Background: an optimization exercise with open tools, aiming at small area, a short achievable clock period and few clock cycles per item. Do not read the settings as production practice.
At most, simulation tests tie the RTL to the original design; equivalence was not proved.
No activity file was given, so power comes from the tool's default toggle rates.

==> inputs of 04-27 <==
// multiplier
module multiplier(
  output [63:0] prod,
  output busy,
  input [31:0] mc,
  input [31:0] mp,
  input clk,
  input rst,
  input start);
Settings: LEC_CHECK=0, CAP_MARGIN=20, CORE_MARGIN=2, CORE_UTILIZATION=55, SETUP_SLACK_MARGIN=0.1, SLEW_MARGIN=20, SYNTH_HIERARCHICAL=1, SYNTH_MINIMUM_KEEP_SIZE=0; clock period 4.0 ns.
standard.sh (not shown) runs the stock make flow with config.mk's settings and CLKGATE_MAP_FILE= SYNTH_SCRIPT=/design/flow/synth_recipe.tcl, a recipe that flattens the netlist after the stock synthesis.
==> flow/flow/run.sh <==
#!/bin/bash
# Layout flow: the standard flow (standard synthesis and ORFS steps), except
# that the port buffers inserted before global placement are buf_2 cells
# instead of the delay-cell buffers ORFS picks by default. Every input and
# output port still gets its own buffer.
set -euo pipefail
export BUFFER_PORTS_ARGS="-buffer_cell sky130_fd_sc_hd__buf_2"
bash standard.sh finish > standard_flow.log 2>&1
==> inputs of 08-01, as changes to 04-27 <==
- ABC_AREA: unset -> 1
- CTS_BUF_LIST: unset -> sky130_fd_sc_hd__clkbuf_8
==> comparison table <==
Overall power consumption: 04-27 0.01754 W; 08-01 0.01608 W
Inverters: 04-27 51; 08-01 247
Sequential-to-total area share from yosys stat: 04-27 0.2825; 08-01 0.2678
Width of the die: 04-27 169.7 um; 08-01 174.2 um
Portion of netlist area occupied by mux cells: 04-27 0.04501; 08-01 0.001886
Relative slew slack: 04-27 0.5776; 08-01 0.5869
Switching component of the power: 04-27 0.007846 W; 08-01 0.007328 W
Simple-gate share of the synthesized area: 04-27 0.06814; 08-01 0.1462
Number of buffers added for setup after CTS: 04-27 10; 08-01 1
Multi-input logic area: 04-27 10,950 um2; 08-01 10,630 um2
Pin count of the biggest net entering global routing: 04-27 54; 08-01 90
Crit path max fanout: 04-27 8; 08-01 9
Core box area: 04-27 26,950 um2; 08-01 28,630 um2
Number of vias in the routed layout: 04-27 11,603; 08-01 12,718
Worst slack after detailed placement: 04-27 -0.4538 ns; 08-01 -0.1178 ns
Run status: 04-27 no timing/DRC/antenna violations; 08-01 no timing/DRC/antenna violations
No functional check of the RTL was part of any run of this note.

========
==> pepper: inputs <==
multiplier, a different RTL version from the one above (not shown whole).
Settings: LEC_CHECK=0, CAP_MARGIN=20, CORE_MARGIN=2, CORE_UTILIZATION=40, SETUP_SLACK_MARGIN=0.1, SLEW_MARGIN=20, SYNTH_HIERARCHICAL=1, SYNTH_MINIMUM_KEEP_SIZE=0; clock period 4.0 ns.
Scripts as last shown in full above: flow/flow/run.sh
==> zinc (differences from pepper) <==
--- a/flow/design.v
+++ b/flow/design.v
@@ -10,52 +10,48 @@
 reg [30:0] C;
 reg [23:0] Q;
 reg [11:0] Ls, Lc;
 reg t, cl, busy_r;
 reg [1:0] cnt;
 reg [5:0] d_one, d_two, d_neg;
 wire fin = busy_r & (cnt == 2'd1);
 wire it = start | busy_r;
-wire [12:0] dec0_b = {{mp[7:0], 4'd0}, 1'b0};
-wire [5:0] dec0_o, dec0_w, dec0_n;
-assign dec0_o[0] = 1'b0;
-assign dec0_w[0] = 1'b0;
-assign dec0_o[1] = 1'b0;
-assign dec0_w[1] = 1'b0;
-mul_dec ud1 (.b(dec0_b[6:4]), .o(dec0_o[2]), .w(dec0_w[2]));
-mul_dec ud2 (.b(dec0_b[8:6]), .o(dec0_o[3]), .w(dec0_w[3]));
-mul_dec ud3 (.b(dec0_b[10:8]), .o(dec0_o[4]), .w(dec0_w[4]));
-mul_dec ud4 (.b(dec0_b[12:10]), .o(dec0_o[5]), .w(dec0_w[5]));
-assign dec0_n = {dec0_b[12], dec0_b[10], dec0_b[8], dec0_b[6], dec0_b[4], dec0_b[2]};
-wire [17:0] dec0 = {dec0_n, dec0_w, dec0_o};
-wire [12:0] decn_b = busy_r ? Q[12:0] : {mp[19:7]};
-wire [5:0] decn_o, decn_w, decn_n;
-mul_dec ud5 (.b(decn_b[2:0]), .o(decn_o[0]), .w(decn_w[0]));
-mul_dec ud6 (.b(decn_b[4:2]), .o(decn_o[1]), .w(decn_w[1]));
-mul_dec ud7 (.b(decn_b[6:4]), .o(decn_o[2]), .w(decn_w[2]));
-mul_dec ud8 (.b(decn_b[8:6]), .o(decn_o[3]), .w(decn_w[3]));
-mul_dec ud9 (.b(decn_b[10:8]), .o(decn_o[4]), .w(decn_w[4]));
-mul_dec ud10 (.b(decn_b[12:10]), .o(decn_o[5]), .w(decn_w[5]));
-assign decn_n = {decn_b[12], decn_b[10], decn_b[8], decn_b[6], decn_b[4], decn_b[2]};
-wire [17:0] decn = {decn_n, decn_w, decn_o};
+wire dkeep = ~rst & (start | (busy_r & ~fin));   
+function [17:0] dec;
+  input [12:0] b;
+  integer k;
+  reg [5:0] o, w, n;
+  begin
+    for (k = 0; k < 6; k = k + 1) begin
+      o[k] = b[2*k+1] ^ b[2*k];
+      w[k] = (b[2*k+2] ^ b[2*k+1]) & ~(b[2*k+1] ^ b[2*k]);
+      n[k] = b[2*k+2];
+    end
+    dec = {n, w, o};
+  end
+endfunction
+wire [17:0] dec0 = dec({{mp[7:0], 4'd0}, 1'b0});
+wire [17:0] decn = dec(busy_r ? Q[12:0] : {mp[19:7]});
 wire [31:0] Me = busy_r ? M : mc;
 wire [5:0] oe = busy_r ? d_one : dec0[5:0];
 wire [5:0] we = busy_r ? d_two : dec0[11:6];
 wire [5:0] ne = busy_r ? d_neg : dec0[17:12];
 wire [31:0] Se = S & {32{busy_r}};
 wire [30:0] Ce = C & {31{busy_r}};
 wire te = t | ~busy_r;
 wire [32:0] Mx = {Me[31], Me};
 wire [33:0] Mx2 = {Mx, 1'b0};
-wire [32:0] x0 = ({33{oe[0]}} & Mx) | ({33{we[0]}} & Mx2[32:0]);
-wire [32:0] p0 = x0 ^ {33{ne[0]}};
+wire [32:0] Mr = {M[31], M};
+wire [33:0] Mr2 = {Mr, 1'b0};
+wire [32:0] x0 = ({33{d_one[0]}} & Mr) | ({33{d_two[0]}} & Mr2[32:0]);
+wire [32:0] p0 = x0 ^ {33{d_neg[0]}};
 wire [33:0] pp0 = {~p0[32], p0};
-wire [32:0] x1 = ({33{oe[1]}} & Mx) | ({33{we[1]}} & Mx2[32:0]);
-wire [32:0] p1 = x1 ^ {33{ne[1]}};
+wire [32:0] x1 = ({33{d_one[1]}} & Mr) | ({33{d_two[1]}} & Mr2[32:0]);
+wire [32:0] p1 = x1 ^ {33{d_neg[1]}};
 wire [33:0] pp1 = {~p1[32], p1};
 wire [32:0] x2 = ({33{oe[2]}} & Mx) | ({33{we[2]}} & Mx2[32:0]);
 wire [32:0] p2 = x2 ^ {33{ne[2]}};
 wire [33:0] pp2 = {~p2[32], p2};
 wire [32:0] x3 = ({33{oe[3]}} & Mx) | ({33{we[3]}} & Mx2[32:0]);
 wire [32:0] p3 = x3 ^ {33{ne[3]}};
 wire [33:0] pp3 = {~p3[32], p3};
 wire [32:0] x4 = ({33{oe[4]}} & Mx) | ({33{we[4]}} & Mx2[32:0]);
@@ -76,67 +72,67 @@
 mul_fa u5 (.a(Ce[2]), .b(Se[3]), .c(pp0[3]), .s(fs5), .co(fc5));
 wire fs6, fc6;
 mul_fa u6 (.a(pp1[1]), .b(fc3), .c(fs5), .s(fs6), .co(fc6));
 wire fs7, fc7;
 mul_fa u7 (.a(Ce[3]), .b(Se[4]), .c(ne[2]), .s(fs7), .co(fc7));
 wire fs8, fc8;
 mul_fa u8 (.a(pp0[4]), .b(pp1[2]), .c(fs7), .s(fs8), .co(fc8));
 wire fs9, fc9;
-mul_fa u9 (.a(fc5), .b(fs8), .c(pp2[0]), .s(fs9), .co(fc9));
+mul_fa u9 (.a(fc5), .b(pp2[0]), .c(fs8), .s(fs9), .co(fc9));
 wire fs10, fc10;
 mul_fa u10 (.a(Ce[4]), .b(Se[5]), .c(pp0[5]), .s(fs10), .co(fc10));
 wire fs11, fc11;
 mul_fa u11 (.a(pp1[3]), .b(fc7), .c(fs10), .s(fs11), .co(fc11));
 wire fs12, fc12;
 mul_fa u12 (.a(fc8), .b(pp2[1]), .c(fs11), .s(fs12), .co(fc12));
 wire fs13, fc13;
 mul_fa u13 (.a(Ce[5]), .b(Se[6]), .c(ne[3]), .s(fs13), .co(fc13));
 wire fs14, fc14;
 mul_fa u14 (.a(pp0[6]), .b(pp1[4]), .c(fs13), .s(fs14), .co(fc14));
 wire fs15, fc15;
-mul_fa u15 (.a(fc10), .b(fs14), .c(pp2[2]), .s(fs15), .co(fc15));
+mul_fa u15 (.a(fc10), .b(pp2[2]), .c(pp3[0]), .s(fs15), .co(fc15));
 wire fs16, fc16;
-mul_fa u16 (.a(pp3[0]), .b(fc11), .c(fs15), .s(fs16), .co(fc16));
+mul_fa u16 (.a(fs14), .b(fc11), .c(fs15), .s(fs16), .co(fc16));
 wire fs17, fc17;
 mul_fa u17 (.a(Ce[6]), .b(Se[7]), .c(pp0[7]), .s(fs17), .co(fc17));
 wire fs18, fc18;
 mul_fa u18 (.a(pp1[5]), .b(fc13), .c(fs17), .s(fs18), .co(fc18));
 wire fs19, fc19;
 mul_fa u19 (.a(fc14), .b(pp2[3]), .c(pp3[1]), .s(fs19), .co(fc19));
 wire fs20, fc20;
 mul_fa u20 (.a(fs18), .b(fc15), .c(fs19), .s(fs20), .co(fc20));
 wire fs21, fc21;
 mul_fa u21 (.a(Ce[7]), .b(Se[8]), .c(ne[4]), .s(fs21), .co(fc21));
 wire fs22, fc22;
 mul_fa u22 (.a(pp0[8]), .b(pp1[6]), .c(fs21), .s(fs22), .co(fc22));
 wire fs23, fc23;
-mul_fa u23 (.a(fc17), .b(fs22), .c(pp2[4]), .s(fs23), .co(fc23));
+mul_fa u23 (.a(fc17), .b(pp2[4]), .c(pp3[2]), .s(fs23), .co(fc23));
 wire fs24, fc24;
-mul_fa u24 (.a(pp3[2]), .b(pp4[0]), .c(fc18), .s(fs24), .co(fc24));
+mul_fa u24 (.a(pp4[0]), .b(fs22), .c(fc18), .s(fs24), .co(fc24));
 wire fs25, fc25;
 mul_fa u25 (.a(fc19), .b(fs23), .c(fs24), .s(fs25), .co(fc25));
 wire fs26, fc26;
 mul_fa u26 (.a(Ce[8]), .b(Se[9]), .c(pp0[9]), .s(fs26), .co(fc26));
 wire fs27, fc27;
 mul_fa u27 (.a(pp1[7]), .b(fc21), .c(fs26), .s(fs27), .co(fc27));
 wire fs28, fc28;
 mul_fa u28 (.a(fc22), .b(pp2[5]), .c(pp3[3]), .s(fs28), .co(fc28));
 wire fs29, fc29;
 mul_fa u29 (.a(pp4[1]), .b(fs27), .c(fc23), .s(fs29), .co(fc29));
 wire fs30, fc30;
-mul_fa u30 (.a(fc24), .b(fs28), .c(fs29), .s(fs30), .co(fc30));
+mul_fa u30 (.a(fs28), .b(fc24), .c(fs29), .s(fs30), .co(fc30));
 wire fs31, fc31;
 mul_fa u31 (.a(Ce[9]), .b(Se[10]), .c(ne[5]), .s(fs31), .co(fc31));
 wire fs32, fc32;
 mul_fa u32 (.a(pp0[10]), .b(pp1[8]), .c(fs31), .s(fs32), .co(fc32));
 wire fs33, fc33;
-mul_fa u33 (.a(fc26), .b(fs32), .c(pp2[6]), .s(fs33), .co(fc33));
+mul_fa u33 (.a(fc26), .b(pp2[6]), .c(pp3[4]), .s(fs33), .co(fc33));
 wire fs34, fc34;
-mul_fa u34 (.a(pp3[4]), .b(pp4[2]), .c(pp5[0]), .s(fs34), .co(fc34));
+mul_fa u34 (.a(pp4[2]), .b(pp5[0]), .c(fs32), .s(fs34), .co(fc34));
 wire fs35, fc35;
 mul_fa u35 (.a(fc27), .b(fc28), .c(fs33), .s(fs35), .co(fc35));
 wire fs36, fc36;
 mul_fa u36 (.a(fs34), .b(fc29), .c(fs35), .s(fs36), .co(fc36));
 wire fs37, fc37;
 mul_fa u37 (.a(Ce[10]), .b(Se[11]), .c(pp0[11]), .s(fs37), .co(fc37));
 wire fs38, fc38;
 mul_fa u38 (.a(pp1[9]), .b(fc31), .c(fs37), .s(fs38), .co(fc38));
@@ -392,19 +388,19 @@
 mul_fa u163 (.a(~te), .b(pp0[32]), .c(pp1[30]), .s(fs163), .co(fc163));
 wire fs164, fc164;
 mul_fa u164 (.a(fc157), .b(fs163), .c(pp2[28]), .s(fs164), .co(fc164));
 wire fs165, fc165;
 mul_fa u165 (.a(pp3[26]), .b(pp4[24]), .c(pp5[22]), .s(fs165), .co(fc165));
 wire fs166, fc166;
 mul_fa u166 (.a(fc158), .b(fc159), .c(fs164), .s(fs166), .co(fc166));
 wire fs167, fc167;
-mul_fa u167 (.a(fs165), .b(fc160), .c(fc161), .s(fs167), .co(fc167));
+mul_fa u167 (.a(fs165), .b(fc160), .c(fs166), .s(fs167), .co(fc167));
 wire hs168, hc168;
-mul_ha u168 (.a(fs166), .b(fs167), .s(hs168), .co(hc168));
+mul_ha u168 (.a(fc161), .b(fs167), .s(hs168), .co(hc168));
 wire fs169, fc169;
 mul_fa u169 (.a(te), .b(pp0[33]), .c(pp1[31]), .s(fs169), .co(fc169));
 wire fs170, fc170;
 mul_fa u170 (.a(fc163), .b(fs169), .c(pp2[29]), .s(fs170), .co(fc170));
 wire fs171, fc171;
 mul_fa u171 (.a(pp3[27]), .b(pp4[25]), .c(pp5[23]), .s(fs171), .co(fc171));
 wire fs172, fc172;
 mul_fa u172 (.a(fc164), .b(fc165), .c(fs170), .s(fs172), .co(fc172));
@@ -414,33 +410,33 @@
 mul_ha u174 (.a(fc167), .b(fs173), .s(hs174), .co(hc174));
 wire fs175, fc175;
 mul_fa u175 (.a(1'b1), .b(pp1[32]), .c(fc169), .s(fs175), .co(fc175));
 wire fs176, fc176;
 mul_fa u176 (.a(pp2[30]), .b(pp3[28]), .c(pp4[26]), .s(fs176), .co(fc176));
 wire fs177, fc177;
 mul_fa u177 (.a(pp5[24]), .b(fs175), .c(fc170), .s(fs177), .co(fc177));
 wire fs178, fc178;
-mul_fa u178 (.a(fc171), .b(fs176), .c(fs177), .s(fs178), .co(fc178));
+mul_fa u178 (.a(fc171), .b(fs176), .c(fc172), .s(fs178), .co(fc178));
 wire fs179, fc179;
-mul_fa u179 (.a(fc172), .b(fs178), .c(fc173), .s(fs179), .co(fc179));
+mul_fa u179 (.a(fs177), .b(fc173), .c(fs178), .s(fs179), .co(fc179));
 wire fs180, fc180;
-mul_fa u180 (.a(pp1[33]), .b(fc175), .c(pp2[31]), .s(fs180), .co(fc180));
+mul_fa u180 (.a(pp1[33]), .b(pp2[31]), .c(pp3[29]), .s(fs180), .co(fc180));
 wire fs181, fc181;
-mul_fa u181 (.a(pp3[29]), .b(pp4[27]), .c(pp5[25]), .s(fs181), .co(fc181));
+mul_fa u181 (.a(pp4[27]), .b(pp5[25]), .c(fc175), .s(fs181), .co(fc181));
 wire fs182, fc182;
 mul_fa u182 (.a(fc176), .b(fs180), .c(fs181), .s(fs182), .co(fc182));
 wire fs183, fc183;
 mul_fa u183 (.a(fc177), .b(fs182), .c(fc178), .s(fs183), .co(fc183));
 wire fs184, fc184;
 mul_fa u184 (.a(1'b1), .b(pp2[32]), .c(pp3[30]), .s(fs184), .co(fc184));
 wire fs185, fc185;
 mul_fa u185 (.a(pp4[28]), .b(pp5[26]), .c(fc180), .s(fs185), .co(fc185));
 wire fs186, fc186;
-mul_fa u186 (.a(fc181), .b(fs184), .c(fs185), .s(fs186), .co(fc186));
+mul_fa u186 (.a(fs184), .b(fc181), .c(fs185), .s(fs186), .co(fc186));
 wire hs187, hc187;
 mul_ha u187 (.a(fc182), .b(fs186), .s(hs187), .co(hc187));
 wire fs188, fc188;
 mul_fa u188 (.a(pp2[33]), .b(pp3[31]), .c(pp4[29]), .s(fs188), .co(fc188));
 wire fs189, fc189;
 mul_fa u189 (.a(pp5[27]), .b(fc184), .c(fs188), .s(fs189), .co(fc189));
 wire fs190, fc190;
 mul_fa u190 (.a(fc185), .b(fs189), .c(fc186), .s(fs190), .co(fc190));
@@ -1020,36 +1016,32 @@
 always @(posedge clk) begin
   if (rst) busy_r <= 1'b0;
   else if (start) busy_r <= 1'b1;
   else if (fin) busy_r <= 1'b0;
   cnt <= start ? 2'd0 : cnt + 2'd1;
   M <= Me;
   if (start) Q <= {11'd0, {mp[31:19]}};
   else if (busy_r) Q <= {F[11:0], Q[23:12]};
-  d_one <= decn[5:0];
-  d_two <= decn[11:6];
-  d_neg <= decn[17:12];
+  d_one <= decn[5:0] & {6{dkeep}};
+  d_two <= decn[11:6] & {6{dkeep}};
+  d_neg <= decn[17:12] & {6{dkeep}};
   if (it) begin
     S <= Tp[43:12];
     C <= Tg[42:12];
     t <= Tp[44] | Tg[43];
     Ls <= Tp[11:0];
     Lc <= Tg[11:0];
     cl <= csh & busy_r;
   end
 end
 assign busy = busy_r;
 wire [67:0] Pfull = {F, Q[23:0]};
 assign prod = Pfull[67:4];
 endmodule
-module mul_dec(input [2:0] b, output o, output w);
-  assign o = b[1] ^ b[0];
-  assign w = b[2] ? ~(b[1] | b[0]) : (b[1] & b[0]);
-endmodule
 module mul_fa(input a, input b, input c, output s, output co);
   assign s = a ^ b ^ c;
   assign co = (a & b) | (c & (a ^ b));
 endmodule
 module mul_ha(input a, input b, output s, output co);
   assign s = a ^ b;
   assign co = a & b;
 endmodule
Settings changed: CORE_UTILIZATION 40 to 55, SETUP_SLACK_MARGIN 0.1 to 0.05.
==> qor summary <==
| item | pepper | zinc |
|---|---|---|
| Status | complete, but fails checks | complete, no violations |
| Violated checks | negative setup slack | - |
| Drt total wl | 48000 um | 45500 um |
| Final instance area | 20200 sq um | 18600 sq um |
| Number of distinct standard cells referenced by the synthesized netlist | 61 | 66 |
| Routed length on met1 | 20100 um | 20000 um |
| Fill cell instance count of the final layout | 3485 | 2369 |
| Mapped Cells | 1422 | 1459 |
| Internal | 10.8 mW | 8.78 mW |
| Worst ir drop on vdd | 0.557 mV | 0.639 mV |
| Fraction of final layout cells sized beyond drive strength 1 | 0.363 | 0.246 |
| Crit path to | S[14]$_DFFE_PP_ | S[22]$_DFFE_PP_ |
| Cell depth of the worst setup path | 11 | 9 |
| Inverters | 76 | 59 |
| Final Net Count | 1954 | 1922 |
| Proportion of netlist area held by the largest area contributor | 0.240 | 0.240 |
| Met3 track demand over resource | 0.0384 | 0.0546 |
| Post-Place Worst Slack | -0.480 ns | -0.286 ns |
| Compound-gate portion of the synthesized area | 0.112 | 0.133 |
| XOR/XNOR share of the synthesized area | 0.126 | 0.135 |
| Number of tap instances | 525 | 384 |
| Average wire per cell in the routed design | 22.3 um | 22.7 um |
| Die H | 204 um | 175 um |
| Amount of wire on met2 after detailed routing | 23500 um | 21900 um |
Testbench counts of zinc, summed over its fixed seeds: cycles 9,600, items 3,200.
The RTL of pepper was laid out without a check of its function.

port drivers added, routing unchanged:
The results above use ideal ports. As a check the final layouts listed here were re-extracted and re-timed, cells and wires unchanged. Step 1 assumes that a clkbuf_16 drives the clock port and a buf_2 every other input. Step 2 times the ports against the registers' clock, not the clock port: input delays grow and output delays shrink by t, the midpoint of the rising clock arrivals with the driver on. a / b / c = ideal ports / drivers / drivers and shift; a / b = the first two.
run | t, ns | slack for setup (ns) | worst slew at a driven data input, ns
04-27 | 0.489 | 0.088 / 0.088 / -0.268 | 0.04
08-01 | 0.552 | 0.122 / 0.122 / -0.127 | 0.05
pepper | 0.504 | -0.043 / -0.043 / -0.382 | 0.07
zinc | 0.502 | 0.122 / 0.122 / -0.216 | 0.06
With both steps, setup timing fails in 04-27, 08-01 and zinc, where it was met with ideal ports. For 04-27, which loses most, drivers alone change the setup slack by 0.000 ns; drivers and shift together by -0.356 ns.
